What follows belongs to an exercise in optimizing a design on an open flow for small area and a short achievable clock period; a production flow would make more cautious choices.
Only simulation tests tie the RTL to the original design; equivalence was not proved.

## flow/design.v (module list and top-level ports; edited modules follow where they fit)
// module sh4a_mac: 2905 lines
module sh4a_mac(
    input clk,
    input [31:0] mul_src1,
    input [31:0] mul_src2,
    input [63:0] add_src1,
    input [63:0] add_src2,
    output [63:0] result
);
  // ...
==> flow/flow/run.sh <==
#!/bin/bash
# The standard ORFS layout (the standard.sh) with these settings changed:
#  - SYNTH_ARGS=-noabc: skip the ABC pass inside Yosys's generic synth script, so
#    the full-adder extraction that follows sees the carry-save tree with clean
#    polarities (otherwise it adds hundreds of inverters around the adder cells);
#    the registers and the final technology mapping are unchanged.
#  - ABC_AREA=1: the final ABC mapping uses ORFS's other script (gives faster adders).
#  - SETUP_SLACK_MARGIN=5.3: repair timing against a tighter target.
#  - port buffers are plain buf_1 cells (every port still gets its own buffer).

set -euo pipefail
bash standard.sh SYNTH_ARGS=-noabc ABC_AREA=1 SETUP_SLACK_MARGIN=5.3 \
  "BUFFER_PORTS_ARGS=-buffer_cell sky130_fd_sc_hd__buf_1" finish > standard.log 2>&1
==> flow/standard.sh <==
#!/bin/bash
# synth_recipe.tcl (not shown) runs the flow's synth.tcl, then flattens the netlist and writes it again
# the make line also repeats each setting of config.mk as NAME=value (left out here)
make -C /OpenROAD-flow-scripts/flow DESIGN_CONFIG=/design/flow/config.mk WORK_HOME=/design/flow/orfs CLKGATE_MAP_FILE= SYNTH_SCRIPT=/design/flow/synth_recipe.tcl "${@:-finish}"
==> flow/config.mk <==
export PLATFORM = sky130hd
export DESIGN_NAME = sh4a_mac
export DESIGN_NICKNAME = sh4a_mac
export VERILOG_FILES = /design/flow/design.v
export SDC_FILE = /design/flow/constraint.sdc
export NUM_CORES = 4
export LEC_CHECK = 0
export CAP_MARGIN = 20
export CORE_MARGIN = 2
export CORE_UTILIZATION = 40
export SLEW_MARGIN = 20
==> flow/constraint.sdc <==
create_clock -name core_clock -period 9.5 [get_ports {clk}]
set_input_delay 1.9000 -clock core_clock [delete_from_list [all_inputs] [get_ports {clk}]]
set_output_delay 1.9000 -clock core_clock [all_outputs]
set_load 0.01 [all_outputs]
==> results.toml, run 1 <==
[run_status]
status = "complete, no violations"

[synth]
synth_ff_type = "dfxtp_1"
muxShareOfSynthArea_pct = 0.2607
async_flop_share_pct = 0
syn_inst = 3695
synth_top_family_by_area = "adder cells"

[worst_setup_path]
cp-end-kind = "flip-flop"
crit_arrival_ns = 4.70
r2r_start = "r0_c32_0"
reg2reg_slack_ns = 5.54
startpoint_type = "input port"

[sta]
hold_slack_ns = 0.4577
fin_tns_setup_ns = 0
fin_skew_ns = 0.04998
setup_viol = 0
min_period_ns = 4.254

[grt]
grt_pass1_wl_um = 187200
grt_usage_pct = 28.48
overflow = 0

[finish]
layout_commonest_cell = "fa_1"
multi_input_area_share_pct = 65.67
buffers_excl_clock = 369
utilization_pct = 47.34
dominant-cell-class = "multi-input gates"
stdcell_area_sq_mm = 0.04043
largest_reg_flops = 56
inverters = 516
drive_gt1_share_pct = 13.02
nMultiInputCombCells = 2654

[clock_network]
cts_setup_buffers = 39
cts_tree = "built"
clock-root-buffer = "clkbuf_16"

[place]
dp.final_hpwl_um = 95510
port_buffers = 256

[floorplan]
rows = 107
io_pins = 257

[routing]
final_antenna_net_count = 0
wl_met3_um = 13920
routedWlPerCell_um = 25.57

[hold_path]
hp-start = "r0_c0_0"
min_to = "res_lo[0]"
==> inputs of run 2 (changes only) <==
--- a/flow/flow/run.sh
+++ b/flow/flow/run.sh
@@ -9,5 +9,6 @@
 #  - port buffers are plain buf_1 cells (every port still gets its own buffer).
-
+#  - a denser floorplan (CORE_UTILIZATION 60, PLACE_DENSITY 0.72).
 set -euo pipefail
 bash standard.sh SYNTH_ARGS=-noabc ABC_AREA=1 SETUP_SLACK_MARGIN=5.3 \
-  "BUFFER_PORTS_ARGS=-buffer_cell sky130_fd_sc_hd__buf_1" finish > standard.log 2>&1
+  "BUFFER_PORTS_ARGS=-buffer_cell sky130_fd_sc_hd__buf_1" \
+  CORE_UTILIZATION=60 PLACE_DENSITY=0.72 finish > standard.log 2>&1
==> results.toml, run 2 <==
[run_status]
status = "complete, no violations"

[floorplan]
io_pins = 257
dieWidth_um = 244.0
core-area_sq_mm = 0.05671
die-area_sq_mm = 0.05953
initial_core_util_pct = 60.93
rows = 87
die_y_um = 244.0

[sta]
maxSlewHeadroom_pct = 32.33
post-route-period-util_pct = 45.03
min_period_ns = 4.278
final_hold_viol_count = 0
setup_viol = 0
hold_slack_ns = 0.4637
slew_violations = 0
fin_tns_setup_ns = 0
worst_slack_ns = 5.222
fin_skew_ns = 0.05094
fmax_mhz = 233.8
rsz0062_at_grt = "true"
tightest_slew_ns = 1.004

[routing]
route.vias.total = 28630
final_antenna_net_count = 0
first_iter_violations = 3490
routedWlPerCell_um = 25.53
drc = 0
drt-total-wl_um = 119200
drtPass1Iterations = 8
vias_per_cell = 6.133

[finish]
mostFrequentLayoutCells = "nand2_1, fa_1, xnor2_1"
seq_area_sq_mm = 0.006306
utilization_pct = 69.85
layout_commonest_cell = "nand2_1"
largest-register = "res_lo"
multiInputGateArea_sq_mm = 0.02644
largest_reg_flops = 56
fillers = 4486
reg.largest.list = "res_lo: 56 flops, res_hi0: 8 flops, res_hi1: 8 flops"
fin_nets = 4822
drive_gt1_share_pct = 12.38
area_delta_synth_final_pct = 14.64

[worst_setup_path]
startpoint_type = "input port"
cp_max_fo = 15
crit_type = "input port to flip-flop"
ff2ff_path_depth = 13
crit_arrival_ns = 4.80
required_ns = 10.02
cp-end-kind = "flip-flop"

[clock_network]
clock_latency_ns = 0.61
numCtsBuffers = 39
cts-htree-levels = 2
cts_sinks = 315
clock_path_buffers = 3
path_clk_slew_ns = 0.06
clock-root-buffer = "clkbuf_16"
cts_tree = "built"

[synth]
ys_seq_elements = 315
synth_fp_nets = 4636
async_flop_share_pct = 0
synth.distinct_cells = 36
yosysSeqAreaShare_pct = 18.25
synth_edf_count = 0
syn_inst = 3695
ys_top_cells_by_area = "fa_1, dfxtp_1, xnor2_1, o22ai_1, nand2_1"
syn_area_sq_mm = 0.03456
yosysWarningCount = 1
yosys.area.top_type = "fa_1"
synth_common_cells = "fa_1, nand2_1, inv_1"
yosysTopAreaCellShare_pct = 34.12
synth_ff_type = "dfxtp_1"
yosysMostFrequentCell = "fa_1"
syn_area_per_cell_sq_um = 9.352

[place]
dp.final_hpwl_um = 89040
gp_congestion = 0.9934
port_buffers = 256
dpl_worst_slack_ns = 3.827

[hold_path]
hold_path_depth = 1
hp-class = "flip-flop to flip-flop"

[grt]
grt_usage_pct = 39.87
antenna_found_initial = 7
grt_pass1_vias = 29030
overflow = 0
grt_pass1_wl_um = 175600
grt_max_degree = 37

[run]
drv_cap = 0
## run 2: cell types whose count changed in the layout (fill, tap and decap cells not counted), moves of 4 or more
cell / before / now
buf_2: 5 / 1
nand2_4: 13 / 8
xnor2_1: 460 / 467
nand2_1: 529 / 533
clkbuf_8: 6 / 10
xnor2_2: 16 / 9
clkbuf_4: 5 / 1
## run 2: timing repair
item | 4_1_cts | 5_1_grt
buffers inserted | 24 | 18
endpoints found under the setup margin | 221 | 61
hold buffers | 0 | 0
gates resized for setup | 141 | 57
gates cloned | 13 | 6
pin swaps | 4 | 7
## run 2: kinds of logic after synthesis
kind of cell | count (synthesis) | synth area share (%)
AOI/OAI and AO/OA | 580 | 10.31
adders and majority gates | 748 | 39.88
DFF | 315 | 18.25
and+or+nand+nor | 789 | 9.512
muxes | 8 | 0.2607
buffers and inverters | 726 | 8.382
xor gates and xnor gates | 529 | 13.41
## run 2: routing by layer
layer / GRT usage (%) / wire length, um
met1: 49.14 / 42460
met2: 61.49 / 52400
met3: 11.78 / 14900
met4: 25.43 / 9414
met5: 0 / 40
## run 2: worst max-delay path: stages
cell,delay (ns)
clkbuf_4,0.17
buf_12,0.14
buf_4,0.15
ha_2,0.21
nand2_1,0.11
nand2_4,0.14
inv_16,0.14
o22ai_2,0.09
fa_2,0.43
fa_2,0.37
fa_2,0.41
fa_2,0.53
## run 2: worst paths after layout
path / startpoint / to / slack [ns]
hold / removal: r0_c0_1 / res_lo[0] / 0.46
hold reg to reg: r0_c0_1 / res_lo[0] / 0.46
setup reg to reg: r0_c32_0 / res_lo[50] / 5.46
setup / recovery: mul_src2[15] / r0_c33_4 / 5.22
## run 2: metrics by stage
step                      cells  cell area, sq um
after global placement     4535             36780
after floorplan            3695             36310
after detailed placement   4535             36780
after global routing       4666             39610
final                      4669             39620
after CTS                  4641             39280
## run 2: layout make-up
class | instances | share of cell area, %
clock buffer | 54 | 2.887
timing repair inverter | 6 | 0.1200
sequential | 315 | 15.92
inverter | 505 | 5.597
tap | 756 | 2.388
timing repair buffer | 360 | 5.922
antenna | 4 | 0.02527
clock inverter | 15 | 0.4106
multi-input combinational | 2654 | 66.73
==> inputs of run 3 (changes only) <==
==> flow/flow/run.sh (replaced) <==
#!/bin/bash
# The standard ORFS layout (the standard.sh) with these settings changed:
#  - SYNTH_ARGS=-noabc: skip the ABC pass inside Yosys's generic synth script, so
#    the full-adder extraction that follows sees the carry-save tree with clean
#    polarities (otherwise it adds hundreds of inverters around the adder cells);
#    the registers and the final technology mapping are unchanged.
#  - ABC_AREA=1: the final ABC mapping uses ORFS's other script (gives faster adders).
#  - SETUP_SLACK_MARGIN=5.4: repair timing against a tighter target.
#  - port buffers are plain buf_1 cells (every port still gets its own buffer).

set -euo pipefail
bash standard.sh SYNTH_ARGS=-noabc ABC_AREA=1 SETUP_SLACK_MARGIN=5.4 \
  "BUFFER_PORTS_ARGS=-buffer_cell sky130_fd_sc_hd__buf_1" finish > standard.log 2>&1
==> results.toml, run 3 <==
[sta]
worst_slack_ns = 5.316
tightest_slew_ns = 0.9181
final_hold_viol_count = 0
min_period_ns = 4.184
maxSlewHeadroom_pct = 38.14
slew_violations = 0
post-route-period-util_pct = 44.04
fin_skew_ns = 0.01959
rsz0062_at_grt = "true"
fmax_mhz = 239.0
setup_viol = 0
fin_tns_setup_ns = 0

[synth]
synth_compound_area_share_pct = 10.31
ys_seq_elements = 315
yosys.area.top_type = "fa_1"
yosysSeqAreaShare_pct = 18.25
synth_ff_type = "dfxtp_1"
synth.distinct_cells = 36
async_flop_share_pct = 0
synthXorXnorAreaFrac_pct = 13.41
syn_inst = 3695
synth_top_family_by_area = "adder cells"
synth_fp_nets = 4636
syn_area_per_cell_sq_um = 9.352
yosysTopAreaCellShare_pct = 34.12
yosysWarningCount = 1
syn_area_sq_mm = 0.03456
ys_top_cells_by_area = "fa_1, dfxtp_1, xnor2_1, o22ai_1, nand2_1"
synth_common_cells = "fa_1, nand2_1, inv_1"
muxShareOfSynthArea_pct = 0.2607
yosysMostFrequentCell = "fa_1"
synth_adder_area_share_pct = 39.88
yosys.area_share.simple_pct = 9.512
synth_edf_count = 0

[grt]
grt_use_met3_pct = 8.146
grt_usage_pct = 28.94
use_met2_pct = 45.60
grt_util_met1_pct = 36.78
overflow = 0
top_usage_layer = "met2"
grt_pass1_wl_um = 190200
antenna_found_initial = 5
grt_pass1_vias = 29400
grt_max_degree = 36

[finish]
mostFrequentLayoutCells = "nand2_1, fa_1, inv_1"
reg.largest.list = "res_lo: 56 flops, res_hi0: 8 flops, res_hi1: 8 flops"
fin_nets = 4863
drive_gt1_share_pct = 18.58
area_delta_synth_final_pct = 21.40
largest_reg_flops = 56
largest-register = "res_lo"
layout_commonest_cell = "nand2_1"
fin_cells = 5092

[place]
dpl_worst_slack_ns = 3.778
port_buffers = 256
gp_congestion = 0.9460
dp.final_hpwl_um = 95280
placed_cells = 4924

[floorplan]
core-area_sq_mm = 0.08541
rows = 107
io_pins = 257
initial_core_util_pct = 40.46
die_y_um = 297.9
dieWidth_um = 297.9
die-area_sq_mm = 0.08876

[clock_network]
postCtsHoldBufs = 0
cts_sinks = 315
cts-htree-levels = 2
clock_latency_ns = 0.58
clock-root-buffer = "clkbuf_16"
cts_tree = "built"
path_clk_slew_ns = 0.06
numCtsBuffers = 40
clock_path_buffers = 3

[routing]
vias_per_cell = 5.549
routedWlPerCell_um = 25.59
drc = 0
route.vias.total = 28250
drtPass1Iterations = 6
drt-total-wl_um = 130300
first_iter_violations = 2905
final_antenna_net_count = 0

[worst_setup_path]
required_ns = 10.01
cp-end-kind = "flip-flop"
cp_max_fo = 16
startpoint_type = "input port"
crit_type = "input port to flip-flop"
crit_arrival_ns = 4.70

[run]
drv_cap = 0

[run_status]
status = "complete, no violations"

[hold_path]
hp-class = "flip-flop to flip-flop"
run 3: cell counts after synthesis:
No cell type changed its count.
run 3: area by class of cell:
cell class / instances / area [sq um]
clock buffer: 47 / 1049
clock inverter: 19 / 272.8
sequential: 315 / 6306
timing repair buffer: 386 / 2734
timing repair inverter: 20 / 212.7
multi-input combinational: 2654 / 27690
tap: 1144 / 1431
fill: 8011 / 43460
inverter: 505 / 2248
antenna: 2 / 5.005
run 3: what timing repair did:
action                     4_1_cts  5_1_grt
resized for setup              232      134
pin swaps                       11       24
setup endpoints to repair      225       76
gates cloned                    29        6
setup buffers                   43       22
run 3: metal layers:
| metal | up-vias | part of all wire (%) |
|---|---|---|
| met1 | 13910 | 39 |
| met3 | 365 | 11 |
| met2 | 1591 | 45 |
| li1 | 12390 | - |
| met4 | 6 | 5.6 |
| met5 | - | 0.028 |
run 3: logic make-up after synthesis:
family | after synthesis
multiplexers | 8
flip-flops | 315
buffers and inverters | 726
AND/OR/NAND/NOR | 789
AO/OA/AOI/OAI | 580
adder cells (fa/ha/maj) | 748
XOR/XNOR | 529
run 3: through the flow:
stage,utilization (%),area (sq um),hold WS (ns)
6_report,49.12,41950,0.4548
5_1_grt,49.11,41950,0.4930
4_1_cts,48.25,41210,0.4563
3_5_place_dp,44.53,38040,0.4390
3_3_place_gp,44.53,38040,0.4308
2_1_floorplan,-,37200,0.4200
run 3: path summary, 6_finish.rpt:
path	from	endpoint	slack [ns]	depth (start not counted)
max	mul_src2[27]	r0_c33_4	5.32	11
min reg2reg	r0_c0_1	res_lo[0]	0.45	1
max reg2reg	r0_c32_0	res_lo[42]	5.58	12
min	r0_c0_1	res_lo[0]	0.45	1
run 3: critical path, stage by stage:
cell	delay (ns)
clkbuf_4	0.16
buf_12	0.14
ha_1	0.20
nand2_1	0.11
nand2_4	0.15
inv_16	0.14
o22ai_2	0.09
fa_2	0.44
fa_2	0.41
fa_2	0.40
fa_2	0.54

==> what the ideal ports hide <==
Ports are ideal in the flow. The routed layouts listed here were re-timed in OpenROAD.
Step 1 assumes that a clkbuf_16 drives the clock port and a buf_2 every other input.
Step 2 adds t to the input delays and takes it off the output delays; t is the mean of the earliest and latest rising clock arrival at the registers after step 1. Input paths then give back, and output paths get back, about the clock's delay inside the block.
Slacks: ideal ports / drivers / drivers and shift; pairs: ideal ports / drivers.
| run | shift t [ns] | setup slack, ns | worst setup path at the end |
|---|---|---|---|
| run 1 | 0.640 | 5.246 / 5.235 / 4.595 | input to register |
| run 2 | 0.651 | 5.222 / 5.217 / 4.566 | input to register |
| run 3 | 0.637 | 5.316 / 5.302 / 4.666 | input to register |
After both steps every run listed still meets setup and hold. The setup slack of run 2, which loses most, moves by -0.005 ns with the drivers and by -0.656 ns with both steps.
